This is an optimization exercise on Yosys and OpenROAD, whose aim is small area, not a production implementation.
Function was checked by simulation only, so behaviour that the tests miss may differ from the original. The clock port is modelled as an ideal driver; clocking choices that lean on that would not hold on a real chip.

==> flow/design.v, too long to show whole: its modules and the start of the top module <==
// module viterbi_top: 114 lines
// module Viterbi_Decoder1: 134 lines
// module BranchMetric: 48 lines
// module ACS: 185 lines
// module ACSEngine: 78 lines
// module ACSUnit: 23 lines
// module ACSRenorm: 171 lines
// module Traceback: 844 lines
// module TracebackUnit: 57 lines
module viterbi_top(input clk, input reset, input clk_enable, input [31:0] encoded, output [15:0] Out);
  // ...
==> flow/run.sh <==
#!/bin/bash
# synth_recipe.tcl (not shown) runs the flow's synth.tcl, then flattens the netlist and writes it again
# the make line also repeats each setting of config.mk as NAME=value (left out here)
make -C /OpenROAD-flow-scripts/flow DESIGN_CONFIG=/design/flow/config.mk WORK_HOME=/design/flow/orfs CLKGATE_MAP_FILE= SYNTH_SCRIPT=/design/flow/synth_recipe.tcl finish
==> flow/config.mk <==
export PLATFORM = sky130hd
export DESIGN_NAME = viterbi_top
export DESIGN_NICKNAME = viterbi_top
export VERILOG_FILES = /design/flow/design.v
export SDC_FILE = /design/flow/constraint.sdc
export NUM_CORES = 4
export LEC_CHECK = 0
export CAP_MARGIN = 20
export CORE_MARGIN = 2
export CORE_UTILIZATION = 40
export SLEW_MARGIN = 20
==> flow/constraint.sdc <==
create_clock -name core_clock -period 5.0 [get_ports {clk}]
set_input_delay 1.0000 -clock core_clock [delete_from_list [all_inputs] [get_ports {clk}]]
set_output_delay 1.0000 -clock core_clock [all_outputs]
set_load 0.01 [all_outputs]
==> results.py, run 1 <==
metrics = {
    "logic_synthesis": {
        "synth_fa_ha_area_frac": 0.0771,
        "seq_area_frac_synth": 0.507,
        "synthFlopType": "dfrtp_1",
        "ys_warn_count": 13,
        "synth.cell_area_um2": 208000,
        "async_flop_share": 1.00,
    },
    "worst_setup_path": {
        "start_kind": "flip-flop",
        "arrival_ns": 5.00,
        "worst_path_largest_cell_delay_ns": 0.61,
    },
    "final_layout": {
        "final_common_cell": "dfrtp_1",
        "clkCellAreaFrac": 0.0690,
        "drive_gt1_frac": 0.288,
        "buffers": 265,
        "nNetsFinal": 17478,
        "buffer_area_frac": 0.0127,
        "multi_input_area_um2": 97000,
    },
    "floorplan": {
        "initial_utilization": 0.402,
        "core_um2": 518000,
        "ioPinCount": 51,
        "die_x_um": 725,
    },
    "outcome": {
        "outcome": "complete, no violations",
    },
    "clock_network": {
        "cts_tree": "yes",
        "worstSkewPairLatency_ns": 1.01,
        "ctsRootBufferMaster": "clkbuf_16",
        "clockBufferDepth": 4,
    },
    "place": {
        "routabilityCongestion": 0.818,
        "pre_cts_slack_ns": 0.877,
        "placed_area_um2": 217000,
    },
    "sta": {
        "whs_ns": 0.417,
        "hold_viol": 0,
        "final_max_slew_viol_count": 0,
    },
    "detailed_routing": {
        "wl_per_cell_um": 16.1,
        "wl_met2_um": 170000,
    },
}
==> module viterbi_top, before the edit <==
module viterbi_top(input clk, input reset, input clk_enable, input [31:0] encoded, output [15:0] Out);
  Viterbi_Decoder1 u_bit15 (.clk(clk),
                                       .reset(reset),
                                       .enb(clk_enable),
                                       .Viterbi_Decoder1_in_0(encoded[31]),   
                                       .Viterbi_Decoder1_in_1(encoded[30]),   
                                       .decoded(Out[15])
                                       );
  Viterbi_Decoder1 u_bit14 (.clk(clk),
                                       .reset(reset),
                                       .enb(clk_enable),
                                       .Viterbi_Decoder1_in_0(encoded[29]),   
                                       .Viterbi_Decoder1_in_1(encoded[28]),   
                                       .decoded(Out[14])
                                       );
  Viterbi_Decoder1 u_bit13 (.clk(clk),
                                       .reset(reset),
                                       .enb(clk_enable),
                                       .Viterbi_Decoder1_in_0(encoded[27]),   
                                       .Viterbi_Decoder1_in_1(encoded[26]),   
                                       .decoded(Out[13])
                                       );
  Viterbi_Decoder1 u_bit12 (.clk(clk),
                                       .reset(reset),
                                       .enb(clk_enable),
                                       .Viterbi_Decoder1_in_0(encoded[25]),   
                                       .Viterbi_Decoder1_in_1(encoded[24]),   
                                       .decoded(Out[12])
                                       );
  Viterbi_Decoder1 u_bit11 (.clk(clk),
                                       .reset(reset),
                                       .enb(clk_enable),
                                       .Viterbi_Decoder1_in_0(encoded[23]),   
                                       .Viterbi_Decoder1_in_1(encoded[22]),   
                                       .decoded(Out[11])
                                       );
  Viterbi_Decoder1 u_bit10 (.clk(clk),
                                       .reset(reset),
                                       .enb(clk_enable),
                                       .Viterbi_Decoder1_in_0(encoded[21]),   
                                       .Viterbi_Decoder1_in_1(encoded[20]),   
                                       .decoded(Out[10])
                                       );
  Viterbi_Decoder1 u_bit9 (.clk(clk),
                                       .reset(reset),
                                       .enb(clk_enable),
                                       .Viterbi_Decoder1_in_0(encoded[19]),   
                                       .Viterbi_Decoder1_in_1(encoded[18]),   
                                       .decoded(Out[9])
                                       );
  Viterbi_Decoder1 u_bit8 (.clk(clk),
                                       .reset(reset),
                                       .enb(clk_enable),
                                       .Viterbi_Decoder1_in_0(encoded[17]),   
                                       .Viterbi_Decoder1_in_1(encoded[16]),   
                                       .decoded(Out[8])
                                       );
  Viterbi_Decoder1 u_bit7 (.clk(clk),
                                       .reset(reset),
                                       .enb(clk_enable),
                                       .Viterbi_Decoder1_in_0(encoded[15]),   
                                       .Viterbi_Decoder1_in_1(encoded[14]),   
                                       .decoded(Out[7])
                                       );
  Viterbi_Decoder1 u_bit6 (.clk(clk),
                                       .reset(reset),
                                       .enb(clk_enable),
                                       .Viterbi_Decoder1_in_0(encoded[13]),   
                                       .Viterbi_Decoder1_in_1(encoded[12]),   
                                       .decoded(Out[6])
                                       );
  Viterbi_Decoder1 u_bit5 (.clk(clk),
                                       .reset(reset),
                                       .enb(clk_enable),
                                       .Viterbi_Decoder1_in_0(encoded[11]),   
                                       .Viterbi_Decoder1_in_1(encoded[10]),   
                                       .decoded(Out[5])
                                       );
  Viterbi_Decoder1 u_bit4 (.clk(clk),
                                       .reset(reset),
                                       .enb(clk_enable),
                                       .Viterbi_Decoder1_in_0(encoded[9]),   
                                       .Viterbi_Decoder1_in_1(encoded[8]),   
                                       .decoded(Out[4])
                                       );
  Viterbi_Decoder1 u_bit3 (.clk(clk),
                                       .reset(reset),
                                       .enb(clk_enable),
                                       .Viterbi_Decoder1_in_0(encoded[7]),   
                                       .Viterbi_Decoder1_in_1(encoded[6]),   
                                       .decoded(Out[3])
                                       );
  Viterbi_Decoder1 u_bit2 (.clk(clk),
                                       .reset(reset),
                                       .enb(clk_enable),
                                       .Viterbi_Decoder1_in_0(encoded[5]),   
                                       .Viterbi_Decoder1_in_1(encoded[4]),   
                                       .decoded(Out[2])
                                       );
  Viterbi_Decoder1 u_bit1 (.clk(clk),
                                       .reset(reset),
                                       .enb(clk_enable),
                                       .Viterbi_Decoder1_in_0(encoded[3]),   
                                       .Viterbi_Decoder1_in_1(encoded[2]),   
                                       .decoded(Out[1])
                                       );
  Viterbi_Decoder1 u_bit0 (.clk(clk),
                                       .reset(reset),
                                       .enb(clk_enable),
                                       .Viterbi_Decoder1_in_0(encoded[1]),   
                                       .Viterbi_Decoder1_in_1(encoded[0]),   
                                       .decoded(Out[0])
                                       );
endmodule
==> module Viterbi_Decoder1, before the edit <==
module Viterbi_Decoder1
          (clk,
           reset,
           enb,
           Viterbi_Decoder1_in_0,
           Viterbi_Decoder1_in_1,
           decoded);
  input   clk;
  input   reset;
  input   enb;
  input   Viterbi_Decoder1_in_0;   
  input   Viterbi_Decoder1_in_1;   
  output  decoded;
  wire [1:0] Viterbi_Decoder1_in;   
  reg  [1:0] regin;   
  wire [1:0] bMet_0;   
  wire [1:0] bMet_1;   
  wire [1:0] bMet_2;   
  wire [1:0] bMet_3;   
  wire [1:0] bMet [0:3];   
  reg [1:0] regBMet [0:3];   
  wire dec_0;   
  wire dec_1;   
  wire dec_2;   
  wire dec_3;   
  wire [1:0] idx;   
  wire [3:0] dec;   
  reg  [3:0] regdec;   
  reg [1:0] regidx;   
  wire decoded_1;   
  reg  outreg;   
  reg signed [31:0] BMetRegister_t_0_0;   
  reg signed [31:0] BMetRegister_t_1;   
  assign Viterbi_Decoder1_in[0] = Viterbi_Decoder1_in_0;
  assign Viterbi_Decoder1_in[1] = Viterbi_Decoder1_in_1;
  always @(posedge clk or posedge reset)
    begin : InputRegister_process
      if (reset == 1'b1) begin
        regin <= {2{1'b0}};
      end
      else begin
        if (enb) begin
          regin <= Viterbi_Decoder1_in;
        end
      end
    end
  BranchMetric u_BMet_inst (.din_0(regin[0]),   
                            .din_1(regin[1]),   
                            .bMet_0(bMet_0),   
                            .bMet_1(bMet_1),   
                            .bMet_2(bMet_2),   
                            .bMet_3(bMet_3)   
                            );
  assign bMet[0] = bMet_0;
  assign bMet[1] = bMet_1;
  assign bMet[2] = bMet_2;
  assign bMet[3] = bMet_3;
  always @(posedge clk or posedge reset)
    begin : BMetRegister_process
      if (reset == 1'b1) begin
        for(BMetRegister_t_1 = 32'sd0; BMetRegister_t_1 <= 32'sd3; BMetRegister_t_1 = BMetRegister_t_1 + 32'sd1) begin
          regBMet[BMetRegister_t_1] <= 2'b00;
        end
      end
      else begin
        if (enb) begin
          for(BMetRegister_t_0_0 = 32'sd0; BMetRegister_t_0_0 <= 32'sd3; BMetRegister_t_0_0 = BMetRegister_t_0_0 + 32'sd1) begin
            regBMet[BMetRegister_t_0_0] <= bMet[BMetRegister_t_0_0];
          end
        end
      end
    end
  ACS u_ACS_inst (.clk(clk),
                  .reset(reset),
                  .enb(enb),
                  .acs_in_0(regBMet[0]),   
                  .acs_in_1(regBMet[1]),   
                  .acs_in_2(regBMet[2]),   
                  .acs_in_3(regBMet[3]),   
                  .dec_0(dec_0),   
                  .dec_1(dec_1),   
                  .dec_2(dec_2),   
                  .dec_3(dec_3),   
                  .idx(idx)   
                  );
  assign dec[0] = dec_0;
  assign dec[1] = dec_1;
  assign dec[2] = dec_2;
  assign dec[3] = dec_3;
  always @(posedge clk or posedge reset)
    begin : decRegister_process
      if (reset == 1'b1) begin
        regdec <= {4{1'b0}};
      end
      else begin
        if (enb) begin
          regdec <= dec;
        end
      end
    end
  always @(posedge clk or posedge reset)
    begin : idxRegister_process
      if (reset == 1'b1) begin
        regidx <= 2'b00;
      end
      else begin
        if (enb) begin
          regidx <= idx;
        end
      end
    end
  Traceback u_Traceback_inst (.clk(clk),
                              .reset(reset),
                              .enb(enb),
                              .dec_0(regdec[0]),   
                              .dec_1(regdec[1]),   
                              .dec_2(regdec[2]),   
                              .dec_3(regdec[3]),   
                              .idx(regidx),   
                              .decoded(decoded_1)   
                              );
  always @(posedge clk or posedge reset)
    begin : DecoderoutputRegister_process
      if (reset == 1'b1) begin
        outreg <= 1'b0;
      end
      else begin
        if (enb) begin
          outreg <= decoded_1;
        end
      end
    end
  assign decoded = outreg;
endmodule   
==> run 2: changes to the inputs <==
==> flow/design.v (replaced) <==
module viterbi_top(input clk, input reset, input clk_enable, input [31:0] encoded, output [15:0] Out);
  reg  [5:0] cnt;
  always @(posedge clk or posedge reset)
    if (reset)
      cnt <= 6'd0;
    else if (clk_enable && cnt != 6'd45)
      cnt <= cnt + 6'd1;
  wire warm  = cnt >= 6'd4;    
  wire valid = cnt == 6'd45;   
  genvar k;
  generate
    for (k = 0; k < 16; k = k + 1) begin : lane
      Viterbi_Decoder1 u_dec (.clk(clk), .enb(clk_enable), .reset(reset),
                              .c0(encoded[2*k+1]), .c1(encoded[2*k]),
                              .warm(warm), .valid(valid), .decoded(Out[k]));
    end
  endgenerate
endmodule
module Viterbi_Decoder1 (input clk, input enb, input reset, input c0, input c1,
                         input warm, input valid, output decoded);
  wire [1:0] bm0 = {1'b0, c1} + {1'b0, c0};
  wire [1:0] bm1 = {1'b0, ~c1} + {1'b0, c0};
  wire [1:0] bm2 = {1'b0, c1} + {1'b0, ~c0};
  wire [1:0] bm3 = {1'b0, ~c1} + {1'b0, ~c0};
  reg  [3:0] sm0, sm1, sm2, sm3;
  reg  [4:1] fl;               
  wire norm = fl[4] & warm;
  wire [3:0] u0 = sm0 + {4{norm}};
  wire [3:0] u1 = sm1 + {4{norm}};
  wire [3:0] u2 = sm2 + {4{norm}};
  wire [3:0] u3 = sm3 + {4{norm}};
  wire [3:0] a0 = u0 + {2'b00, bm0}, b0 = u1 + {2'b00, bm1};
  wire [3:0] a1 = u2 + {2'b00, bm3}, b1 = u3 + {2'b00, bm2};
  wire [3:0] a2 = u0 + {2'b00, bm3}, b2 = u1 + {2'b00, bm2};
  wire [3:0] a3 = u2 + {2'b00, bm0}, b3 = u3 + {2'b00, bm1};
  wire [3:0] d = {a3 > b3, a2 > b2, a1 > b1, a0 > b0};
  wire [3:0] n0 = d[0] ? b0 : a0;
  wire [3:0] n1 = d[1] ? b1 : a1;
  wire [3:0] n2 = d[2] ? b2 : a2;
  wire [3:0] n3 = d[3] ? b3 : a3;
  wire ge5 = (sm0 >= 4'd5) & (sm1 >= 4'd5) & (sm2 >= 4'd5) & (sm3 >= 4'd5);
  always @(posedge clk or posedge reset)
    if (reset) begin
      sm0 <= 4'd0; sm1 <= 4'd7; sm2 <= 4'd7; sm3 <= 4'd7;
    end else if (enb) begin
      sm0 <= n0; sm1 <= n1; sm2 <= n2; sm3 <= n3;
    end
  always @(posedge clk)
    if (enb) fl <= {fl[3:1], ge5};
  wire p1 = n3 <= n2;
  wire [3:0] v1 = p1 ? n3 : n2;
  wire p0 = n1 <= n0;
  wire [3:0] v0 = p0 ? n1 : n0;
  wire pf = v1 <= v0;
  wire [1:0] m = pf ? {1'b1, p1} : {1'b0, p0};
  reg  [3:0] r [0:29];
  integer j;
  always @(posedge clk or posedge reset)
    if (reset)
      r[0] <= 4'b0010;
    else if (enb)
      r[0] <= d;
  always @(posedge clk)
    if (enb)
      for (j = 1; j < 30; j = j + 1) begin
        r[j][0] <= d[0] ? r[j-1][1] : r[j-1][0];
        r[j][2] <= d[2] ? r[j-1][1] : r[j-1][0];
        r[j][1] <= d[1] ? r[j-1][3] : r[j-1][2];
        r[j][3] <= d[3] ? r[j-1][3] : r[j-1][2];
      end
  wire [1:0] pm = {m[0], d[m]};
  wire t = r[29][pm];
  reg [15:0] dl;
  always @(posedge clk)
    if (enb) dl <= {dl[14:0], t};
  assign decoded = dl[15] & valid;
endmodule
==> run 2 against run 1 <==
Now fails the layout checks on negative setup slack. Sequential cell count fell by 1691. Utilization rose by 6.6 points. Via count is 32% lower. Cell count decreased by 31%. Synthesized area shrank 37%. Maximum frequency fell by 43%. Die area is 36% lower. Wire length decreased by 26%. Synthesized cell count fell by 41%. Critical endpoint is now lane[9].u_dec.dl[0].
==> results.py, run 2 <==
metrics = {
    "worst_setup_path": {
        "critPathMaxFanout": 5,
        "timing.critical_path.from": "cnt[2]",
        "critPathKind": "flip-flop to flip-flop",
        "cp-end-kind": "flip-flop",
        "cpMaxStageDelayCell": "o41ai_4",
        "start_kind": "flip-flop",
        "arrival_ns": 7.86,
        "critPathTopFamily": "adder cells",
        "rr_endpoint": "lane[9].u_dec.dl[0]",
        "r2r-start": "cnt[2]",
        "worst_path_largest_cell_delay_ns": 0.62,
        "critPathMostFrequentCell": "ha_4",
        "worstPathRequired_ns": 5.59,
        "rrSetupSlack_ns": -2.27,
        "cp_num_buf_inv": 4,
        "worstRegToRegCells": 28,
    },
    "logic_synthesis": {
        "synth_fa_ha_area_frac": 0.0927,
        "synth_commonest_cells": "edfxtp_1, mux2_2, ha_1",
        "synth_compound_area_frac": 0.0566,
        "synth_edf_count": 2176,
        "synth_top_area_frac": 0.495,
        "async_flop_share": 0.130,
        "synthFlopType": "edfxtp_1",
        "seq_area_frac_synth": 0.558,
        "ys_ff_latch": 2502,
        "synth-simple-area-share": 0.0475,
        "synth_top_cell_by_area": "edfxtp_1",
        "ys_warn_count": 3,
        "synth_xor_area_frac": 0.0307,
        "synth.most_common_cell": "edfxtp_1",
        "synth.cell_area_um2": 132000,
        "synthMuxAreaShare": 0.186,
        "synth.area.top_cells": "edfxtp_1, mux2_2, ha_1",
        "syn_avg_cell_area_um2": 13.8,
        "yosysUniqueCellTypes": 101,
        "syn_inst": 9542,
        "synth_top_family_by_area": "multiplexers",
    },
    "detailed_routing": {
        "drt_iter0_markers": 4343,
        "drc": 0,
        "dr.pass1.iters": 5,
        "wl_per_cell_um": 17.4,
        "ant_nets": 0,
        "vias": 81602,
        "routed_wl_um": 282000,
        "viasPerCell": 5.04,
    },
    "sta": {
        "layout_setup_ws_ns": -2.27,
        "skew_ns": 0.0564,
        "timing.fmax_mhz": 138,
        "max-slew-margin-rel": 0.335,
        "whs_ns": 0.379,
        "setup_viol": 45,
        "final_max_slew_viol_count": 0,
        "rsz0062_at_grt": "true",
        "hold_viol": 0,
        "post-route-min-period_ns": 7.27,
        "fin_crit_sh": 1.45,
        "tightest_slew_ns": 0.998,
    },
    "clock_network": {
        "clockBufferDepth": 4,
        "clock_sinks": 2502,
        "worstSkewPairLatency_ns": 0.90,
        "path_clk_slew_ns": 0.06,
        "cts_tree": "yes",
        "ctsRootBufferMaster": "clkbuf_16",
        "cts_buffers": 286,
        "cts_hold_buf": 0,
        "ctsHtreeMaxLevel": 5,
    },
    "floorplan": {
        "die_h_um": 579,
        "dieArea_um2": 335000,
        "core_um2": 328000,
        "initial_utilization": 0.403,
        "ioPinCount": 51,
        "die_x_um": 579,
        "rows": 210,
    },
    "place": {
        "hpwl_um": 185000,
        "io_buffer_count": 50,
        "placed_area_um2": 153000,
        "routabilityCongestion": 0.856,
    },
    "hold_path": {
        "worstHoldEndpoint": "lane[1].u_dec.dl[14]",
        "hp-start": "lane[1].u_dec.dl[13]",
        "min-delay-path-class": "flip-flop to flip-flop",
        "hold_path_depth": 0,
    },
    "final_layout": {
        "area_growth_pct": 28.1,
        "regMostFlops": "lane.u_dec.r",
        "final_common_cell": "edfxtp_1",
        "top_regs": "lane.u_dec.r (1920), lane.u_dec.dl (256)",
        "fin_area_um2": 169000,
        "nNetsFinal": 12517,
        "drive_gt1_frac": 0.474,
        "largest_reg_flops": 1920,
        "layout_common_cells": "edfxtp_1, buf_4, mux2_2",
    },
    "outcome": {
        "outcome": "complete, but fails checks",
        "failed_checks": "negative setup slack",
    },
    "grt": {
        "overflow": 0,
        "gr-usage-all-layers": 0.164,
        "grt_pass1_wl_um": 451000,
        "grt_max_degree": 163,
        "grt_antenna_before_repair": 4,
        "grt_pass1_vias": 86412,
    },
    "run": {
        "maxCapViolCount": 0,
    },
}
run 2: cell count changes after synthesis, moves of 185 or more:
cell / previous run / this run
o2111ai_1: 208 / 5
ha_1: 976 / 731
dfrtp_1: 3761 / 166
edfxtp_1: 0 / 2176
nand2_1: 956 / 498
mux2_2: 3233 / 1931
mux2i_1: 1332 / 244
o211ai_1: 211 / 8
inv_1: 804 / 619
dfstp_2: 432 / 160
o21ai_0: 449 / 186
run 2: final cells by class:
cell class,count,area [um^2]
multi-input cells,6074,60900
well taps,4346,5440
inverters,625,2450
flip-flops and latches,2502,73700
clock inverters,132,1250
repair buffers,2134,17500
clock buffers,386,7920
diodes,7,17.5
fillers,27323,159000
run 2: metal layers:
layer / routed length [um] / GRT usage / share of wire / up-vias
li1: - / - / - / 39561
met3: 8600 / 0.0219 / 0.030 / 396
met5: 0 / 0 / 0 / -
met1: 128000 / 0.217 / 0.45 / 40717
met4: 7060 / 0.0482 / 0.025 / 0
met2: 139000 / 0.279 / 0.49 / 928
run 2: worst max-delay path by stage:
stage,end,slack (ns),cells after the start
after floorplan,lane[9].u_dec.dl[0],-2.08,27
after global placement,lane[9].u_dec.dl[0],-2.73,29
after detailed placement,lane[9].u_dec.dl[0],-2.71,29
after CTS,lane[9].u_dec.dl[0],-2.34,34
after global routing,lane[9].u_dec.dl[0],-2.56,33
final,lane[9].u_dec.dl[0],-2.27,28
run 2: logic make-up (layout without fill, tap and decap cells):
kind of cell             after synthesis  in the layout
AO/OA/AOI/OAI                       1180           1180
XOR/XNOR                             437            437
adder cells (fa/ha/maj)              910            910
buffers and inverters                966           3277
flip-flops                          2502           2502
multiplexers                        2194           2194
other                                  0              7
AND/OR/NAND/NOR                     1353           1353
run 2: timing repair:
item / CTS / global route
buffers inserted: 136 / 96
pin swaps: 272 / 272
gates resized for setup: 481 / 570
gates cloned: 1 / 12
endpoints found under the setup margin: 363 / 895
run 2: per-stage QoR:
stage               TNS (ns)  setup slack, ns  cells  utilization
floorplan             -63.90            -2.08   9542            -
global placement      -95.91            -2.73  15441        0.466
detailed placement   -135.73            -2.71  15441        0.466
CTS                   -36.72            -2.34  16096        0.505
global route          -46.19            -2.56  16204        0.516
finish                -36.55            -2.27  16206        0.516
==> run 3: changes to the inputs <==
==> flow/design.v (replaced) <==
module viterbi_top(input clk, input reset, input clk_enable, input [31:0] encoded, output [15:0] Out);
  reg  [5:0] cnt;
  always @(posedge clk or posedge reset)
    if (reset)
      cnt <= 6'd0;
    else if (clk_enable && cnt != 6'd45)
      cnt <= cnt + 6'd1;
  wire valid = cnt == 6'd45;
  wire run   = cnt != 6'd0;
  genvar k;
  generate
    for (k = 0; k < 16; k = k + 1) begin : lane
      Viterbi_Decoder1 u_dec (.clk(clk), .enb(clk_enable), .reset(reset), .run(run),
                              .c0(encoded[2*k+1]), .c1(encoded[2*k]),
                              .valid(valid), .decoded(Out[k]));
    end
  endgenerate
endmodule
module Viterbi_Decoder1 (input clk, input enb, input reset, input run, input c0, input c1,
                         input valid, output decoded);
  reg x0, x1;
  always @(posedge clk or posedge reset)
    if (reset) begin
      x0 <= 1'b0; x1 <= 1'b0;
    end else if (enb) begin
      x0 <= c0; x1 <= c1;
    end
  reg  [4:0] s;         
  reg  [4:0] ns;
  reg  [3:0] d;         
  reg  [1:0] pm;        
  always @* begin
    case ({s, x1, x0})
      7'd76: begin ns = 5'd17; d = 4'd2; pm = 2'd0; end
      7'd77: begin ns = 5'd23; d = 4'd2; pm = 2'd0; end
      7'd78: begin ns = 5'd23; d = 4'd8; pm = 2'd0; end
      7'd79: begin ns = 5'd27; d = 4'd8; pm = 2'd0; end
      7'd68: begin ns = 5'd18; d = 4'd0; pm = 2'd0; end
      7'd69: begin ns = 5'd23; d = 4'd0; pm = 2'd0; end
      7'd70: begin ns = 5'd23; d = 4'd0; pm = 2'd0; end
      7'd71: begin ns = 5'd31; d = 4'd0; pm = 2'd0; end
      7'd92: begin ns = 5'd0; d = 4'd0; pm = 2'd2; end
      7'd93: begin ns = 5'd22; d = 4'd0; pm = 2'd2; end
      7'd94: begin ns = 5'd22; d = 4'd0; pm = 2'd2; end
      7'd95: begin ns = 5'd15; d = 4'd0; pm = 2'd0; end
      7'd108: begin ns = 5'd28; d = 4'd0; pm = 2'd2; end
      7'd109: begin ns = 5'd3; d = 4'd0; pm = 2'd2; end
      7'd110: begin ns = 5'd3; d = 4'd0; pm = 2'd2; end
      7'd111: begin ns = 5'd9; d = 4'd0; pm = 2'd2; end
      7'd72: begin ns = 5'd18; d = 4'd2; pm = 2'd0; end
      7'd73: begin ns = 5'd23; d = 4'd2; pm = 2'd0; end
      7'd74: begin ns = 5'd23; d = 4'd8; pm = 2'd0; end
      7'd75: begin ns = 5'd31; d = 4'd8; pm = 2'd0; end
      7'd124: begin ns = 5'd28; d = 4'd4; pm = 2'd2; end
      7'd125: begin ns = 5'd11; d = 4'd4; pm = 2'd2; end
      7'd126: begin ns = 5'd1; d = 4'd1; pm = 2'd2; end
      7'd127: begin ns = 5'd9; d = 4'd1; pm = 2'd2; end
      7'd0: begin ns = 5'd26; d = 4'd10; pm = 2'd0; end
      7'd1: begin ns = 5'd14; d = 4'd10; pm = 2'd3; end
      7'd2: begin ns = 5'd12; d = 4'd10; pm = 2'd3; end
      7'd3: begin ns = 5'd24; d = 4'd10; pm = 2'd0; end
      7'd88: begin ns = 5'd8; d = 4'd6; pm = 2'd2; end
      7'd89: begin ns = 5'd4; d = 4'd6; pm = 2'd1; end
      7'd90: begin ns = 5'd8; d = 4'd9; pm = 2'd3; end
      7'd91: begin ns = 5'd4; d = 4'd9; pm = 2'd0; end
      7'd60: begin ns = 5'd12; d = 4'd5; pm = 2'd2; end
      7'd61: begin ns = 5'd24; d = 4'd5; pm = 2'd1; end
      7'd62: begin ns = 5'd26; d = 4'd5; pm = 2'd1; end
      7'd63: begin ns = 5'd14; d = 4'd5; pm = 2'd2; end
      7'd112: begin ns = 5'd1; d = 4'd14; pm = 2'd3; end
      7'd113: begin ns = 5'd9; d = 4'd14; pm = 2'd3; end
      7'd114: begin ns = 5'd28; d = 4'd11; pm = 2'd3; end
      7'd115: begin ns = 5'd11; d = 4'd11; pm = 2'd3; end
      7'd12: begin ns = 5'd22; d = 4'd15; pm = 2'd3; end
      7'd13: begin ns = 5'd15; d = 4'd15; pm = 2'd1; end
      7'd14: begin ns = 5'd0; d = 4'd15; pm = 2'd3; end
      7'd15: begin ns = 5'd22; d = 4'd15; pm = 2'd3; end
      7'd36: begin ns = 5'd23; d = 4'd7; pm = 2'd1; end
      7'd37: begin ns = 5'd31; d = 4'd7; pm = 2'd1; end
      7'd38: begin ns = 5'd18; d = 4'd13; pm = 2'd1; end
      7'd39: begin ns = 5'd23; d = 4'd13; pm = 2'd1; end
      7'd4: begin ns = 5'd22; d = 4'd14; pm = 2'd3; end
      7'd5: begin ns = 5'd15; d = 4'd14; pm = 2'd1; end
      7'd6: begin ns = 5'd0; d = 4'd11; pm = 2'd3; end
      7'd7: begin ns = 5'd22; d = 4'd11; pm = 2'd3; end
      7'd44: begin ns = 5'd22; d = 4'd7; pm = 2'd2; end
      7'd45: begin ns = 5'd15; d = 4'd7; pm = 2'd1; end
      7'd46: begin ns = 5'd0; d = 4'd13; pm = 2'd3; end
      7'd47: begin ns = 5'd22; d = 4'd13; pm = 2'd3; end
      7'd104: begin ns = 5'd18; d = 4'd2; pm = 2'd0; end
      7'd105: begin ns = 5'd6; d = 4'd2; pm = 2'd0; end
      7'd106: begin ns = 5'd30; d = 4'd8; pm = 2'd3; end
      7'd107: begin ns = 5'd31; d = 4'd8; pm = 2'd0; end
      7'd48: begin ns = 5'd10; d = 4'd2; pm = 2'd2; end
      7'd49: begin ns = 5'd9; d = 4'd2; pm = 2'd3; end
      7'd50: begin ns = 5'd28; d = 4'd8; pm = 2'd3; end
      7'd51: begin ns = 5'd13; d = 4'd8; pm = 2'd3; end
      7'd56: begin ns = 5'd30; d = 4'd4; pm = 2'd2; end
      7'd57: begin ns = 5'd31; d = 4'd4; pm = 2'd1; end
      7'd58: begin ns = 5'd18; d = 4'd1; pm = 2'd1; end
      7'd59: begin ns = 5'd6; d = 4'd1; pm = 2'd0; end
      7'd96: begin ns = 5'd28; d = 4'd4; pm = 2'd2; end
      7'd97: begin ns = 5'd13; d = 4'd4; pm = 2'd2; end
      7'd98: begin ns = 5'd10; d = 4'd1; pm = 2'd2; end
      7'd99: begin ns = 5'd9; d = 4'd1; pm = 2'd2; end
      7'd32: begin ns = 5'd26; d = 4'd2; pm = 2'd0; end
      7'd33: begin ns = 5'd14; d = 4'd2; pm = 2'd3; end
      7'd34: begin ns = 5'd12; d = 4'd8; pm = 2'd3; end
      7'd35: begin ns = 5'd24; d = 4'd8; pm = 2'd0; end
      7'd16: begin ns = 5'd12; d = 4'd4; pm = 2'd2; end
      7'd17: begin ns = 5'd24; d = 4'd4; pm = 2'd1; end
      7'd18: begin ns = 5'd26; d = 4'd1; pm = 2'd1; end
      7'd19: begin ns = 5'd14; d = 4'd1; pm = 2'd2; end
      7'd120: begin ns = 5'd0; d = 4'd2; pm = 2'd2; end
      7'd121: begin ns = 5'd29; d = 4'd2; pm = 2'd3; end
      7'd122: begin ns = 5'd20; d = 4'd8; pm = 2'd3; end
      7'd123: begin ns = 5'd15; d = 4'd8; pm = 2'd0; end
      7'd24: begin ns = 5'd8; d = 4'd4; pm = 2'd2; end
      7'd25: begin ns = 5'd25; d = 4'd4; pm = 2'd1; end
      7'd26: begin ns = 5'd16; d = 4'd1; pm = 2'd1; end
      7'd27: begin ns = 5'd4; d = 4'd1; pm = 2'd0; end
      7'd40: begin ns = 5'd16; d = 4'd14; pm = 2'd0; end
      7'd41: begin ns = 5'd4; d = 4'd14; pm = 2'd1; end
      7'd42: begin ns = 5'd8; d = 4'd11; pm = 2'd3; end
      7'd43: begin ns = 5'd25; d = 4'd11; pm = 2'd0; end
      7'd52: begin ns = 5'd20; d = 4'd7; pm = 2'd2; end
      7'd53: begin ns = 5'd15; d = 4'd7; pm = 2'd1; end
      7'd54: begin ns = 5'd0; d = 4'd13; pm = 2'd3; end
      7'd55: begin ns = 5'd29; d = 4'd13; pm = 2'd2; end
      7'd80: begin ns = 5'd2; d = 4'd6; pm = 2'd2; end
      7'd81: begin ns = 5'd21; d = 4'd6; pm = 2'd3; end
      7'd82: begin ns = 5'd7; d = 4'd9; pm = 2'd3; end
      7'd83: begin ns = 5'd5; d = 4'd9; pm = 2'd3; end
      7'd116: begin ns = 5'd30; d = 4'd6; pm = 2'd2; end
      7'd117: begin ns = 5'd24; d = 4'd6; pm = 2'd1; end
      7'd118: begin ns = 5'd26; d = 4'd9; pm = 2'd1; end
      7'd119: begin ns = 5'd6; d = 4'd9; pm = 2'd0; end
      7'd64: begin ns = 5'd26; d = 4'd2; pm = 2'd0; end
      7'd65: begin ns = 5'd6; d = 4'd2; pm = 2'd0; end
      7'd66: begin ns = 5'd30; d = 4'd8; pm = 2'd3; end
      7'd67: begin ns = 5'd24; d = 4'd8; pm = 2'd0; end
      7'd100: begin ns = 5'd7; d = 4'd4; pm = 2'd2; end
      7'd101: begin ns = 5'd5; d = 4'd4; pm = 2'd2; end
      7'd102: begin ns = 5'd2; d = 4'd1; pm = 2'd2; end
      7'd103: begin ns = 5'd21; d = 4'd1; pm = 2'd2; end
      7'd8: begin ns = 5'd16; d = 4'd6; pm = 2'd0; end
      7'd9: begin ns = 5'd4; d = 4'd6; pm = 2'd1; end
      7'd10: begin ns = 5'd8; d = 4'd9; pm = 2'd3; end
      7'd11: begin ns = 5'd25; d = 4'd9; pm = 2'd0; end
      7'd28: begin ns = 5'd10; d = 4'd10; pm = 2'd3; end
      7'd29: begin ns = 5'd9; d = 4'd10; pm = 2'd3; end
      7'd30: begin ns = 5'd28; d = 4'd10; pm = 2'd3; end
      7'd31: begin ns = 5'd13; d = 4'd10; pm = 2'd3; end
      7'd84: begin ns = 5'd30; d = 4'd5; pm = 2'd2; end
      7'd85: begin ns = 5'd31; d = 4'd5; pm = 2'd1; end
      7'd86: begin ns = 5'd18; d = 4'd5; pm = 2'd1; end
      7'd87: begin ns = 5'd6; d = 4'd5; pm = 2'd1; end
      7'd20: begin ns = 5'd20; d = 4'd6; pm = 2'd2; end
      7'd21: begin ns = 5'd15; d = 4'd6; pm = 2'd1; end
      7'd22: begin ns = 5'd0; d = 4'd9; pm = 2'd3; end
      7'd23: begin ns = 5'd29; d = 4'd9; pm = 2'd2; end
    endcase
  end
  always @(posedge clk or posedge reset)
    if (reset)
      s <= 5'd19;
    else if (enb && run)      
      s <= ns;
  reg  [3:0] q [0:2];
  reg  [3:0] r [0:26];
  integer j;
  always @(posedge clk)
    if (enb) begin
      q[0] <= d;
      for (j = 1; j < 3; j = j + 1) q[j] <= q[j-1];
      r[0] <= q[2];
      for (j = 1; j < 27; j = j + 1) begin
        r[j][0] <= ~(q[2][0] ? r[j-1][1] : r[j-1][0]);
        r[j][2] <= ~(q[2][2] ? r[j-1][1] : r[j-1][0]);
        r[j][1] <= ~(q[2][1] ? r[j-1][3] : r[j-1][2]);
        r[j][3] <= ~(q[2][3] ? r[j-1][3] : r[j-1][2]);
      end
    end
  wire [1:0] st1 = {pm[0], q[0][pm]};
  wire [1:0] st2 = {st1[0], q[1][st1]};
  wire [1:0] st3 = {st2[0], q[2][st2]};
  wire t = r[26][st3];
  reg  [14:0] dl;
  always @(posedge clk)
    if (enb)
      dl <= {dl[13:0], t};
  assign decoded = dl[14] & valid;
endmodule
--- a/flow/config.mk
+++ b/flow/config.mk
@@ -7,5 +7,8 @@
 export LEC_CHECK = 0
 export CAP_MARGIN = 20
 export CORE_MARGIN = 2
-export CORE_UTILIZATION = 40
+export CORE_UTILIZATION = 60
+export CTS_BUF_LIST = sky130_fd_sc_hd__clkbuf_8
+export CTS_CLUSTER_SIZE = 30
+export GPL_TIMING_DRIVEN = 0
 export SLEW_MARGIN = 20
==> run 3 against run 2 <==
The run now finishes clean. Utilization is 15 points higher. Register-to-register slack better by 2.6 ns. Critical path depth is 21 lower. Cell count is 28% lower. Synthesized cell count is 12% lower. Critical path type is now flip-flop to primary output. Highest routed layer unchanged.
==> results.py, run 3 <==
metrics = {
    "outcome": {
        "outcome": "complete, no violations",
    },
    "final_layout": {
        "layout_common_cells": "edfxtp_1, mux2i_1, a21oi_1",
        "instances_no_fill": 11612,
        "largest_reg_flops": 1728,
        "top_regs": "lane.u_dec.r (1728), lane.u_dec.dl (240), lane.u_dec.q (192)",
        "drive_gt1_frac": 0.0820,
        "nNetsFinal": 9018,
        "area_growth_pct": 10.1,
        "regMostFlops": "lane.u_dec.r",
        "final_common_cell": "edfxtp_1",
    },
    "detailed_routing": {
        "drc": 0,
        "dr.pass1.iters": 7,
        "vias": 73210,
        "drt_iter0_markers": 8668,
        "ant_nets": 0,
        "wl_per_cell_um": 21.8,
        "viasPerCell": 6.30,
        "routed_wl_um": 254000,
    },
    "grt": {
        "grt_antenna_before_repair": 9,
        "gr-usage-all-layers": 0.265,
        "overflow": 0,
        "grt_pass1_vias": 71156,
        "grt_max_degree": 163,
        "grt_pass1_wl_um": 398000,
    },
    "clock_network": {
        "ctsRootBufferMaster": "clkbuf_8",
        "cts_tree": "yes",
        "cts_buffers": 379,
        "clockBufferDepth": 4,
        "clock_sinks": 2278,
        "ctsHtreeMaxLevel": 5,
        "postCtsSetupBuffers": 0,
        "path_clk_slew_ns": 0.07,
        "worstSkewPairLatency_ns": 1.10,
    },
    "logic_synthesis": {
        "yosysUniqueCellTypes": 98,
        "synth_top_cell_by_area": "edfxtp_1",
        "syn_avg_cell_area_um2": 13.1,
        "synth_commonest_cells": "edfxtp_1, mux2i_1, a21oi_1",
        "synthFlopType": "edfxtp_1",
        "async_flop_share": 0.0518,
        "synth_edf_count": 2160,
        "synth.cell_area_um2": 110000,
        "ys_warn_count": 4,
        "synth.most_common_cell": "edfxtp_1",
        "synth.area.top_cells": "edfxtp_1, mux2i_1, a21oi_1",
        "syn_inst": 8408,
        "seq_area_frac_synth": 0.615,
        "ys_ff_latch": 2278,
        "synth_top_area_frac": 0.588,
    },
    "sta": {
        "skew_ns": 0.0663,
        "timing.fmax_mhz": 209,
        "rsz0062_at_grt": "false",
        "tns_ns": 0,
        "hold_viol": 0,
        "final_max_slew_viol_count": 0,
        "whs_ns": 0.350,
        "post-route-min-period_ns": 4.78,
        "tightest_slew_ns": 1.18,
        "fin_crit_sh": 0.956,
        "setup_viol": 0,
        "layout_setup_ws_ns": 0.218,
        "max-slew-margin-rel": 0.217,
    },
    "place": {
        "pre_cts_slack_ns": -1.47,
        "io_buffer_count": 50,
        "routabilityCongestion": 0.991,
        "hpwl_um": 160000,
        "dp_cells": 10941,
    },
    "worst_setup_path": {
        "arrival_ns": 3.78,
        "critPathKind": "flip-flop to primary output",
        "start_kind": "flip-flop",
        "cp-end-kind": "primary output",
        "critPathMaxFanout": 10,
        "worstPathRequired_ns": 4.00,
        "worstRegToRegCells": 12,
    },
    "hold_path": {
        "min-delay-path-class": "input port to async pin",
    },
    "floorplan": {
        "rows": 157,
        "initial_utilization": 0.603,
        "dieArea_um2": 187000,
        "ioPinCount": 51,
        "die_h_um": 433,
        "core_um2": 183000,
        "die_x_um": 433,
    },
    "run": {
        "maxCapViolCount": 0,
    },
}
[run 3: cell count changes after synthesis, moves of 90 or more]
cell      before   now
ha_1         731   123
xor2_1       149     5
xnor2_1      270    13
inv_1        619   107
o21ai_0      186   527
dfstp_2      160    48
fa_1         128     0
buf_1         63   153
mux2i_1      244  1859
dfrtp_1      166    70
mux2_2      1931    21
clkbuf_1     230   459
[run 3: cells by family (layout without fill, tap and decap cells)]
family | count (synthesis) | after routing | share of synthesized area
flops | 2278 | 2278 | 0.615
mux | 1910 | 1910 | 0.176
compound gates | 1892 | 1892 | 0.107
simple gates | 1349 | 1349 | 0.0559
buf+inv | 837 | 1568 | 0.0299
fa+ha+maj | 124 | 124 | 0.0140
xor+xnor | 18 | 18 | 0.00143
other cells | 0 | 9 | 0
[run 3: metrics by stage]
step	cell area, um^2	util
after floorplan	110000	-
after global placement	114000	0.623
after detailed placement	114000	0.626
after CTS	121000	0.664
after global routing	121000	0.664
final	121000	0.664
[run 3: critical path, stage by stage (launching register included)]
cell and delay, ns:
dfrtp_1 0.40, inv_1 0.09, ha_1 0.16, and4b_2 0.55
clkbuf_4 0.50, and2_1 0.31, buf_4 0.14, clkdlybuf4s50_1 0.52
[run 3: layer usage]
layer / vias to the layer above / wire [um] / track usage
met2: 3313 / 115000 / 0.403
met1: 35819 / 110000 / 0.378
met5: - / 0 / 0
met3: 708 / 17900 / 0.0465
met4: 0 / 10200 / 0.115
li1: 33370 / - / -
[run 3: worst paths after layout]
check                                     from                       to  slack [ns]
min in group core_clock             clk_enable  lane[13].u_dec.r[14][2]        0.35
max in group asynchronous                reset       lane[7].u_dec.s[1]        3.77
setup reg to reg              lane[8].u_dec.x0      lane[8].u_dec.dl[0]        0.31
setup / recovery                        cnt[1]                  Out[10]        0.22
hold reg to reg            lane[8].u_dec.dl[2]      lane[8].u_dec.dl[3]        0.37
hold / removal                           reset        lane[12].u_dec.x1        0.35
[run 3: layout make-up]
| type | instances | area, um^2 |
|---|---|---|
| tap | 2464 | 3080 |
| sequential | 2278 | 67900 |
| buffer | 697 | 2810 |
| timing repair buffer | 71 | 1090 |
| antenna | 9 | 22.5 |
| clock inverter | 270 | 1550 |
| multi-input combinational | 5293 | 39100 |
| clock buffer | 390 | 5370 |
| fill | 13390 | 61400 |
| inverter | 140 | 533 |
[run 3: repair_timing]
action,CTS,global route
gates resized for setup,6,4
hold buffers,0,0
setup endpoints to repair,63,13
gates cloned,1,1
==> run 4: changes to the inputs <==
==> flow/flow/run.sh (new file) <==
#!/bin/bash
# Own layout flow: the standard flow, with two changes after the standard
# synthesis: the buffers that ABC inserted during synthesis are removed at
# floorplan (the placer's repair re-buffers where needed), and the clock tree
# is built without dummy balancing loads and with larger sink clusters.
set -euo pipefail
bash standard.sh synth > synth.log 2>&1
bash standard.sh REMOVE_ABC_BUFFERS=1 \
  "CTS_ARGS=-sink_clustering_enable -repair_clock_nets -dont_use_dummy_load -buf_list sky130_fd_sc_hd__clkbuf_8 -sink_clustering_size 30" \
  finish > layout.log 2>&1
==> flow/standard.sh (new file) <==
#!/bin/bash
# synth_recipe.tcl (not shown) runs the flow's synth.tcl, then flattens the netlist and writes it again
# the make line also repeats each setting of config.mk as NAME=value (left out here)
make -C /OpenROAD-flow-scripts/flow DESIGN_CONFIG=/design/flow/config.mk WORK_HOME=/design/flow/orfs CLKGATE_MAP_FILE= SYNTH_SCRIPT=/design/flow/synth_recipe.tcl "${@:-finish}"
removed: flow/run.sh
==> run 4 against run 3 <==
Still clean on timing, DRC and antenna. Synthesized area stayed put. Design area is 1.5% lower. Register-to-register slack better by 0.04 ns. Non-clock buffer count is 562 lower. Clock skew is 0.021 ns higher. Worst hold slack better by 0.0096 ns. Sequential cell count stayed put. Die area stayed put.
==> results.py, run 4 <==
metrics = {
    "logic_synthesis": {
        "synthMuxAreaShare": 0.176,
        "async_flop_share": 0.0518,
        "ys_warn_count": 4,
        "synth_commonest_cells": "edfxtp_1, mux2i_1, a21oi_1",
        "synth_xor_area_frac": 0.00143,
        "syn_avg_cell_area_um2": 13.1,
        "synth.cell_area_um2": 110000,
        "synth_top_area_frac": 0.588,
        "syn_inst": 8408,
        "synth-simple-area-share": 0.0559,
        "synth_top_cell_by_area": "edfxtp_1",
        "synthFlopType": "edfxtp_1",
        "ys_ff_latch": 2278,
        "yosysUniqueCellTypes": 98,
        "synth_edf_count": 2160,
        "synth_compound_area_frac": 0.107,
        "synth_fa_ha_area_frac": 0.0140,
        "synth.most_common_cell": "edfxtp_1",
        "seq_area_frac_synth": 0.615,
        "synth_top_family_by_area": "multiplexers",
        "synth.area.top_cells": "edfxtp_1, mux2i_1, a21oi_1",
    },
    "clock_network": {
        "worstSkewPairLatency_ns": 1.04,
        "ctsHtreeMaxLevel": 5,
        "ctsRootBufferMaster": "clkbuf_8",
        "cts.repair.resized": 0,
        "clockBufferDepth": 4,
        "clock_sinks": 2278,
        "postCtsSetupBuffers": 0,
        "cts_hold_buf": 0,
        "cts_buffers": 386,
        "cts_tree": "yes",
        "path_clk_slew_ns": 0.05,
    },
    "sta": {
        "tightest_slew_ns": 1.13,
        "skew_ns": 0.0869,
        "post-route-min-period_ns": 4.65,
        "fin_crit_sh": 0.930,
        "tns_ns": 0,
        "timing.fmax_mhz": 215,
        "hold_viol": 0,
        "max-slew-margin-rel": 0.246,
        "rsz0062_at_grt": "false",
        "whs_ns": 0.359,
        "final_max_slew_viol_count": 0,
        "setup_viol": 0,
    },
    "floorplan": {
        "ioPinCount": 51,
        "die_h_um": 433,
        "rows": 157,
        "dieArea_um2": 187000,
        "die_x_um": 433,
        "core_um2": 183000,
        "initial_utilization": 0.603,
    },
    "run": {
        "maxCapViolCount": 0,
    },
    "detailed_routing": {
        "vias": 67934,
        "dr.pass1.iters": 7,
        "drc": 0,
        "wl_per_cell_um": 19.7,
        "viasPerCell": 6.31,
        "routed_wl_um": 212000,
        "drt_iter0_markers": 6649,
        "ant_nets": 0,
    },
    "grt": {
        "grtUsageMet2": 0.350,
        "grt_antenna_before_repair": 2,
        "grt_pass1_wl_um": 346000,
        "grt_max_degree": 156,
        "gr-usage-all-layers": 0.223,
        "grt_busiest_layer": "met2",
        "overflow": 0,
        "met1_usage": 0.321,
        "grt_pass1_vias": 66110,
        "grtUsageMet3": 0.0341,
    },
    "worst_setup_path": {
        "worstRegToRegCells": 9,
        "critPathKind": "flip-flop to flip-flop",
        "crit_chain": "clkinv_1 > ha_1 > nor2_1 > o31a_1 > o32ai_1 > mux4_2 > mux2i_1 > mux2i_1 > mux2i_1",
        "critPathTopFamily": "multiplexers",
        "worst_path_largest_cell_delay_ns": 0.82,
        "critPathMostFrequentCell": "mux2i_1",
        "critPathMaxFanout": 18,
        "cp_num_buf_inv": 1,
        "cpMaxStageDelayCell": "dfrtp_1",
        "r2r-start": "lane[6].u_dec.x1",
        "rrSetupSlack_ns": 0.35,
        "cp-end-kind": "flip-flop",
        "crit_cells": 9,
        "start_kind": "flip-flop",
        "crit_path_end": "lane[6].u_dec.dl[0]",
        "worstPathRequired_ns": 5.76,
        "timing.critical_path.from": "lane[6].u_dec.x1",
        "arrival_ns": 5.41,
        "rr_endpoint": "lane[6].u_dec.dl[0]",
    },
    "final_layout": {
        "fin_util": 0.654,
        "largest_reg_flops": 1728,
        "drive_gt1_frac": 0.0853,
        "final_common_cell": "edfxtp_1",
        "nNetsFinal": 8463,
        "layout_common_cells": "edfxtp_1, mux2i_1, a21oi_1",
        "instances_no_fill": 10773,
        "top_regs": "lane.u_dec.r (1728), lane.u_dec.dl (240), lane.u_dec.q (192)",
        "regMostFlops": "lane.u_dec.r",
        "area_growth_pct": 8.44,
    },
    "hold_path": {
        "min-delay-path-class": "flip-flop to flip-flop",
    },
    "place": {
        "hpwl_um": 127000,
        "routabilityCongestion": 0.893,
        "io_buffer_count": 50,
        "dp_cells": 10381,
    },
    "outcome": {
        "outcome": "complete, no violations",
    },
}
## run 4: cell count changes in the layout (fill, tap and decap cells not counted), moves of 44 or more
cell      before  now
clkbuf_1     436    0
buf_1        153    0
inv_1        201  106
clkinv_1     103   12
buf_8          1   87
buf_2         66    0
clkinv_2      57    0
buf_16        19   63
## run 4: final cells by class
| type | instances | area [um^2] |
|---|---|---|
| sequential | 2278 | 67900 |
| fill | 13467 | 63300 |
| multi-input combinational | 5293 | 39100 |
| clock buffer | 386 | 5310 |
| timing repair buffer | 206 | 3630 |
| tap | 2464 | 3080 |
| inverter | 140 | 533 |
| antenna | 6 | 15.0 |
## run 4: kinds of logic after synthesis
logic type,Yosys count
flops,2278
compound gates,1892
simple gates,1349
xor+xnor,18
buf+inv,837
fa+ha+maj,124
mux,1910
## run 4: how the worst min path moves through the flow
stage / cells after the start / from / to
after floorplan: 0 / lane[0].u_dec.dl[9] / lane[0].u_dec.dl[10]
after global placement: 0 / lane[15].u_dec.dl[4] / lane[15].u_dec.dl[5]
after detailed placement: 0 / lane[10].u_dec.dl[5] / lane[10].u_dec.dl[6]
after CTS: 2 / reset / lane[13].u_dec.s[3]
after global routing: 2 / reset / lane[3].u_dec.s[3]
final: 0 / lane[10].u_dec.dl[5] / lane[10].u_dec.dl[6]
## run 4: per-stage QoR
step                setup WS, ns  cell area (um^2)
detailed placement         0.425            114000
global placement         -130.19            111000
global route              0.0522            120000
finish                     0.349            120000
floorplan                  0.950            108000
CTS                        0.397            120000
## run 4: worst reg2reg max path: cells and delay by family, from the launching register on
family	cells	cell delay, ns
fa+ha+maj	1	0.75
buf+inv	1	0.56
compound gates	2	0.85
mux	4	1.22
flops	1	0.82
simple gates	1	0.22
## run 4: metal layers
layer	routed length [um]	share of wire	vias up
met5	0	0	-
met4	5210	0.025	0
met3	10900	0.052	460
met2	99800	0.47	2042
met1	96000	0.45	33425
li1	-	-	32007
==> run 5: changes to the inputs <==
--- a/flow/flow/run.sh
+++ b/flow/flow/run.sh
@@ -6,5 +6,5 @@
 set -euo pipefail
 bash standard.sh synth > synth.log 2>&1
 bash standard.sh REMOVE_ABC_BUFFERS=1 \
-  "CTS_ARGS=-sink_clustering_enable -repair_clock_nets -dont_use_dummy_load -buf_list sky130_fd_sc_hd__clkbuf_8 -sink_clustering_size 30" \
+  "CTS_ARGS=-sink_clustering_enable -repair_clock_nets -dont_use_dummy_load -buf_list sky130_fd_sc_hd__clkbuf_16 -sink_clustering_size 28 -sink_clustering_max_diameter 150" \
   finish > layout.log 2>&1
==> run 5 against run 4 <==
Die area did not move. Cell count fell by 2.8%. Maximum frequency fell by 0.44%. Synthesized area did not move. Via count fell by 2.3%. Register-to-register slack got worse by 0.02 ns. Still clean. Global-route usage fell by 0.70 points.
==> results.py, run 5 <==
metrics = {
    "final_layout": {
        "final_common_cell": "edfxtp_1",
        "drive_gt1_frac": 0.0516,
        "layout_common_cells": "edfxtp_1, mux2i_1, a21oi_1",
        "largest_reg_flops": 1728,
        "nNetsFinal": 8168,
        "antenna_cells": 0,
        "n_fill_cell": 13676,
        "regMostFlops": "lane.u_dec.r",
        "area_growth_pct": 5.67,
        "fin_util": 0.637,
        "instances_no_fill": 10472,
        "top_regs": "lane.u_dec.r (1728), lane.u_dec.dl (240), lane.u_dec.q (192)",
    },
    "floorplan": {
        "die_x_um": 433,
        "rows": 157,
        "die_h_um": 433,
        "ioPinCount": 51,
        "dieArea_um2": 187000,
        "initial_utilization": 0.603,
        "core_um2": 183000,
    },
    "sta": {
        "tns_ns": 0,
        "skew_ns": 0.0631,
        "post-route-min-period_ns": 4.67,
        "rsz0062_at_grt": "false",
        "timing.fmax_mhz": 214,
        "max-slew-margin-rel": 0.241,
        "setup_viol": 0,
        "whs_ns": 0.402,
        "tightest_slew_ns": 1.14,
        "hold_viol": 0,
        "final_max_slew_viol_count": 0,
        "fin_crit_sh": 0.934,
    },
    "clock_network": {
        "cts_tree": "yes",
        "postCtsSetupBuffers": 0,
        "clock_sinks": 2278,
        "worstSkewPairLatency_ns": 0.77,
        "cts_buffers": 91,
        "ctsRootBufferMaster": "clkbuf_16",
        "ctsHtreeMaxLevel": 3,
        "cts_hold_buf": 0,
        "clockBufferDepth": 3,
        "cts.repair.resized": 0,
        "path_clk_slew_ns": 0.12,
    },
    "logic_synthesis": {
        "synth_edf_count": 2160,
        "syn_inst": 8408,
        "seq_area_frac_synth": 0.615,
        "syn_avg_cell_area_um2": 13.1,
        "async_flop_share": 0.0518,
        "ys_ff_latch": 2278,
        "synth.cell_area_um2": 110000,
        "synth_top_cell_by_area": "edfxtp_1",
        "synthFlopType": "edfxtp_1",
        "synth.area.top_cells": "edfxtp_1, mux2i_1, a21oi_1",
        "ys_warn_count": 4,
        "yosysUniqueCellTypes": 98,
        "synth.most_common_cell": "edfxtp_1",
        "synth_commonest_cells": "edfxtp_1, mux2i_1, a21oi_1",
        "synth_top_area_frac": 0.588,
    },
    "worst_setup_path": {
        "worstPathRequired_ns": 5.49,
        "start_kind": "flip-flop",
        "worstRegToRegCells": 9,
        "rr_endpoint": "lane[6].u_dec.dl[0]",
        "critPathMaxFanout": 18,
        "critPathKind": "flip-flop to flip-flop",
        "rrSetupSlack_ns": 0.33,
        "cp-end-kind": "flip-flop",
        "r2r-start": "lane[6].u_dec.x1",
        "arrival_ns": 5.16,
        "timing.critical_path.from": "lane[6].u_dec.x1",
    },
    "hold_path": {
        "hp-start": "lane[5].u_dec.dl[3]",
        "worstHoldEndpoint": "lane[5].u_dec.dl[4]",
        "min-delay-path-class": "flip-flop to flip-flop",
        "hold_path_depth": 0,
    },
    "grt": {
        "grt_pass1_vias": 63667,
        "met1_usage": 0.318,
        "grt_antenna_before_repair": 0,
        "grt_busiest_layer": "met2",
        "grtUsageMet3": 0.0226,
        "gr-usage-all-layers": 0.216,
        "grtUsageMet2": 0.349,
        "grt_pass1_wl_um": 337000,
        "overflow": 0,
        "grt_max_degree": 156,
    },
    "place": {
        "hpwl_um": 127000,
        "io_buffer_count": 50,
        "routabilityCongestion": 0.893,
        "dp_cells": 10381,
    },
    "detailed_routing": {
        "drc": 0,
        "vias": 66355,
        "dr.pass1.iters": 6,
        "wl_per_cell_um": 19.7,
        "drt_iter0_markers": 7087,
        "viasPerCell": 6.34,
        "routed_wl_um": 206000,
        "ant_nets": 0,
    },
    "run": {
        "maxCapViolCount": 0,
    },
    "outcome": {
        "outcome": "complete, no violations",
    },
}
[run 5: kinds of logic (layout without fill, tap and decap cells)]
kind of cell	Yosys count	in the layout	share of synthesized area
and+or+nand+nor	1349	1349	0.0559
xor gates and xnor gates	18	18	0.00143
muxes	1910	1910	0.176
adders and majority gates	124	124	0.0140
DFF	2278	2278	0.615
buffers and inverters	837	437	0.0299
AOI/OAI and AO/OA	1892	1892	0.107
[run 5: metal layers]
layer | wire [um] | part of all wire
met4 | 3830 | 0.019
met2 | 98800 | 0.48
met1 | 95500 | 0.46
met3 | 8270 | 0.040
met5 | 0 | 0
[run 5: worst max-delay path by stage]
stage / end / slack, ns
2_1_floorplan: cnt[0] / 0.95
6_report: lane[6].u_dec.dl[0] / 0.33
5_1_grt: lane[14].u_dec.dl[0] / 0.03
3_5_place_dp: lane[9].u_dec.r[15][3] / 0.42
3_3_place_gp: lane[7].u_dec.s[3] / -130.19
4_1_cts: lane[14].u_dec.dl[0] / 0.39
[run 5: final cells by class]
type / count / area, um^2 / share of cell area
Clock buffer: 91 / 2280 / 0.0195
Inverter: 140 / 533 / 0.00457
Multi-Input combinational cell: 5293 / 39100 / 0.336
Sequential cell: 2278 / 67900 / 0.583
Tap cell: 2464 / 3080 / 0.0265
Timing Repair Buffer: 206 / 3630 / 0.0311
[run 5: stage by stage]
stage	instance area, um^2	setup slack, ns
after global routing	117000	0.0344
final	117000	0.329
after detailed placement	114000	0.425
after CTS	117000	0.392
after floorplan	108000	0.950
after global placement	111000	-130.19
[run 5: worst max-delay path: stages (launching register included)]
cell and delay [ns]:
dfrtp_1 0.82, clkinv_1 0.55, ha_1 0.74, nor2_1 0.22
o31a_1 0.32, o32ai_1 0.54, mux4_2 0.64, mux2i_1 0.21
mux2i_1 0.23, mux2i_1 0.12
==> run 6: changes to the inputs <==
==> flow/config.mk (replaced) <==
export PLATFORM = sky130hd
export DESIGN_NAME = viterbi_top
export DESIGN_NICKNAME = viterbi_top
export VERILOG_FILES = /design/flow/design.v
export SDC_FILE = /design/flow/constraint.sdc
export NUM_CORES = 4
export LEC_CHECK = 0
export CAP_MARGIN = 5
export CORE_MARGIN = 2
export CORE_UTILIZATION = 60
export GPL_TIMING_DRIVEN = 0
export SLEW_MARGIN = 5
==> run 6 against run 5 <==
Clock-buffer cell count did not move. Design area about the same. Sequential share of layout area is 0.059 points lower. Maximum frequency decreased by 1.1%. Critical endpoint is now lane[14].u_dec.dl[0].
==> results.py, run 6 <==
metrics = {
    "outcome": {
        "outcome": "complete, no violations",
    },
    "final_layout": {
        "area_growth_pct": 5.76,
        "layout_common_cells": "edfxtp_1, mux2i_1, a21oi_1",
        "fin_area_um2": 117000,
        "largest_reg_flops": 1728,
        "regMostFlops": "lane.u_dec.r",
        "instances_no_fill": 10452,
        "drive_gt1_frac": 0.0482,
        "seqCellArea_um2": 67900,
        "final_common_cell": "edfxtp_1",
        "n_fill_cell": 13635,
        "nNetsFinal": 8147,
        "fin_util": 0.638,
        "top_regs": "lane.u_dec.r (1728), lane.u_dec.dl (240), lane.u_dec.q (192)",
        "multi_input_area_um2": 39100,
    },
    "clock_network": {
        "worstSkewPairLatency_ns": 0.79,
        "path_clk_slew_ns": 0.12,
        "clock_sinks": 2278,
        "clockBufferDepth": 3,
        "ctsHtreeMaxLevel": 3,
        "cts_tree": "yes",
        "cts_buffers": 91,
        "ctsRootBufferMaster": "clkbuf_16",
    },
    "grt": {
        "grt_max_degree": 191,
        "grt_antenna_before_repair": 0,
        "overflow": 0,
        "gr-usage-all-layers": 0.216,
        "grt_pass1_wl_um": 336000,
        "grt_pass1_vias": 63508,
    },
    "detailed_routing": {
        "ant_nets": 0,
        "vias": 66245,
        "dr.pass1.iters": 6,
        "wl_per_cell_um": 19.7,
        "drc": 0,
        "routed_wl_um": 206000,
        "viasPerCell": 6.34,
        "drt_iter0_markers": 7012,
    },
    "logic_synthesis": {
        "synth.most_common_cell": "edfxtp_1",
        "synth.cell_area_um2": 110000,
        "async_flop_share": 0.0518,
        "synth_top_area_frac": 0.588,
        "synth_commonest_cells": "edfxtp_1, mux2i_1, a21oi_1",
        "ys_warn_count": 4,
        "seq_area_frac_synth": 0.615,
        "syn_inst": 8408,
        "synth_edf_count": 2160,
        "ys_ff_latch": 2278,
        "synth_top_cell_by_area": "edfxtp_1",
        "yosysUniqueCellTypes": 98,
        "synth.area.top_cells": "edfxtp_1, mux2i_1, a21oi_1",
        "syn_avg_cell_area_um2": 13.1,
        "synthFlopType": "edfxtp_1",
    },
    "worst_setup_path": {
        "critPathMaxFanout": 20,
        "crit_chain": "inv_1 > ha_1 > inv_1 > ha_1 > nor2_1 > a32oi_1 > a22oi_1 > a221oi_1 > mux2_2 > mux2i_1 > mux2i_1 > mux2i_1 > mux2i_1",
        "cp-end-kind": "flip-flop",
        "worstPathRequired_ns": 5.49,
        "critPathKind": "flip-flop to flip-flop",
        "arrival_ns": 5.22,
        "worst_path_largest_cell_delay_ns": 0.86,
        "rrSetupSlack_ns": 0.28,
        "cpMaxStageDelayCell": "dfrtp_1",
        "critPathTopFamily": "multiplexers",
        "critPathMostFrequentCell": "mux2i_1",
        "worstRegToRegCells": 13,
        "cp_num_buf_inv": 2,
        "rr_endpoint": "lane[14].u_dec.dl[0]",
        "r2r-start": "lane[14].u_dec.x1",
        "start_kind": "flip-flop",
    },
    "sta": {
        "whs_ns": 0.359,
        "max-slew-margin-rel": 0.108,
        "timing.fmax_mhz": 212,
        "post-route-min-period_ns": 4.72,
        "hold_viol": 0,
        "final_max_slew_viol_count": 0,
        "layout_setup_ws_ns": 0.278,
        "tns_ns": 0,
        "rsz0062_at_grt": "false",
        "skew_ns": 0.0741,
        "setup_viol": 0,
        "fin_crit_sh": 0.944,
        "tightest_slew_ns": 1.34,
    },
    "floorplan": {
        "die_x_um": 433,
        "initial_utilization": 0.603,
        "rows": 157,
        "dieArea_um2": 187000,
        "ioPinCount": 51,
        "core_um2": 183000,
        "die_h_um": 433,
    },
    "hold_path": {
        "worstHoldEndpoint": "lane[11].u_dec.dl[8]",
        "hold_path_depth": 0,
        "hp-start": "lane[11].u_dec.dl[7]",
        "min-delay-path-class": "flip-flop to flip-flop",
    },
    "place": {
        "dp_cells": 10358,
        "io_buffer_count": 50,
        "pre_cts_slack_ns": 0.0901,
        "placed_area_um2": 114000,
        "routabilityCongestion": 0.893,
        "hpwl_um": 125000,
    },
    "run": {
        "maxCapViolCount": 0,
    },
}
## run 6: changes by cell type in the layout (fill, tap and decap cells not counted), moves of 5 or more
cell | previous run | this run
dfrtp_1 | 52 | 60
buf_8 | 87 | 39
buf_16 | 63 | 95
buf_6 | 5 | 0
dfrtp_2 | 18 | 10
## run 6: metal layers
| layer | part of all wire | GRT usage | wire (um) |
|---|---|---|---|
| met1 | 0.46 | 0.318 | 95700 |
| met2 | 0.48 | 0.350 | 98800 |
| met3 | 0.042 | 0.0211 | 8580 |
| met4 | 0.015 | 0.0470 | 3180 |
| met5 | 0 | 0 | 0 |
## run 6: how the worst max path moves through the flow
| stage | start | end | slack, ns | depth (start not counted) |
|---|---|---|---|---|
| finish | lane[14].u_dec.x1 | lane[14].u_dec.dl[0] | 0.28 | 13 |
| detailed placement | clk_enable | lane[3].u_dec.s[2] | 0.09 | 9 |
| global placement | clk_enable | lane[7].u_dec.s[3] | -130.19 | 5 |
| floorplan | reset | cnt[0] | 0.95 | 1 |
| global route | lane[14].u_dec.x1 | lane[14].u_dec.dl[0] | 0.02 | 13 |
| CTS | lane[14].u_dec.x1 | lane[14].u_dec.dl[0] | 0.37 | 13 |
## run 6: repair_timing
item	in CTS	in global routing
buffers inserted	0	0
hold buffers	0	0
gates resized for setup	0	1
setup endpoints to repair	0	1
## run 6: final cells by class
| class | count | area share |
|---|---|---|
| inverters | 140 | 0.00457 |
| well taps | 2464 | 0.0264 |
| diodes | 1 | 0.0000215 |
| clock buffers | 91 | 0.0195 |
| flip-flops and latches | 2278 | 0.582 |
| repair buffers | 185 | 0.0320 |
| multi-input cells | 5293 | 0.335 |
## run 6: kinds of logic (layout without fill, tap and decap cells)
family / count (synthesis) / after routing / synth area share
flops: 2278 / 2278 / 0.615
mux: 1910 / 1910 / 0.176
compound gates: 1892 / 1892 / 0.107
simple gates: 1349 / 1349 / 0.0559
buf+inv: 837 / 416 / 0.0299
fa+ha+maj: 124 / 124 / 0.0140
xor+xnor: 18 / 18 / 0.00143
other cells: 0 / 1 / 0
## run 6: worst register-to-register path: cells and delay by family (launching register included)
| family | cells | cell delay, ns |
|---|---|---|
| compound gates | 3 | 0.84 |
| fa+ha+maj | 2 | 0.76 |
| buf+inv | 2 | 0.59 |
| flops | 1 | 0.86 |
| mux | 5 | 1.32 |
| simple gates | 1 | 0.11 |

[static timing again, ports no longer ideal]
The results above use ideal ports. As a check the final layouts listed here were re-extracted and re-timed, cells and wires unchanged.
Step 1, drivers: a clkbuf_16 drives clk and a buf_2 each remaining input, both assumed.
Step 2 times the ports against the registers' clock, not the clock port: input delays grow and output delays shrink by t, the midpoint of the rising clock arrivals with the driver on.
Three values: no drivers, after step 1, after step 2; two values: the first two.
run	shift t [ns]	setup WS [ns]	worst hold slack (ns)	worst setup path after step 2
run 1	1.096	0.880 / 0.880 / 0.880	0.417 / 0.417 / 0.417	register to register
run 2	0.979	-2.266 / -2.266 / -2.675	0.379 / 0.379 / 0.379	input to register
run 3	1.154	0.218 / 0.126 / -0.760	0.350 / 0.299 / 0.365	input to register
run 4	1.087	0.349 / 0.349 / 0.349	0.359 / 0.327 / 0.359	register to register
run 5	0.820	0.329 / 0.329 / 0.329	0.402 / 0.402 / 0.402	register to register
run 6	0.835	0.278 / 0.278 / 0.016	0.359 / 0.359 / 0.359	input to register
With both steps, setup timing fails in run 3, where it was met with ideal ports. For run 3, which loses most, drivers alone change the setup slack by -0.092 ns; drivers and shift together by -0.978 ns.
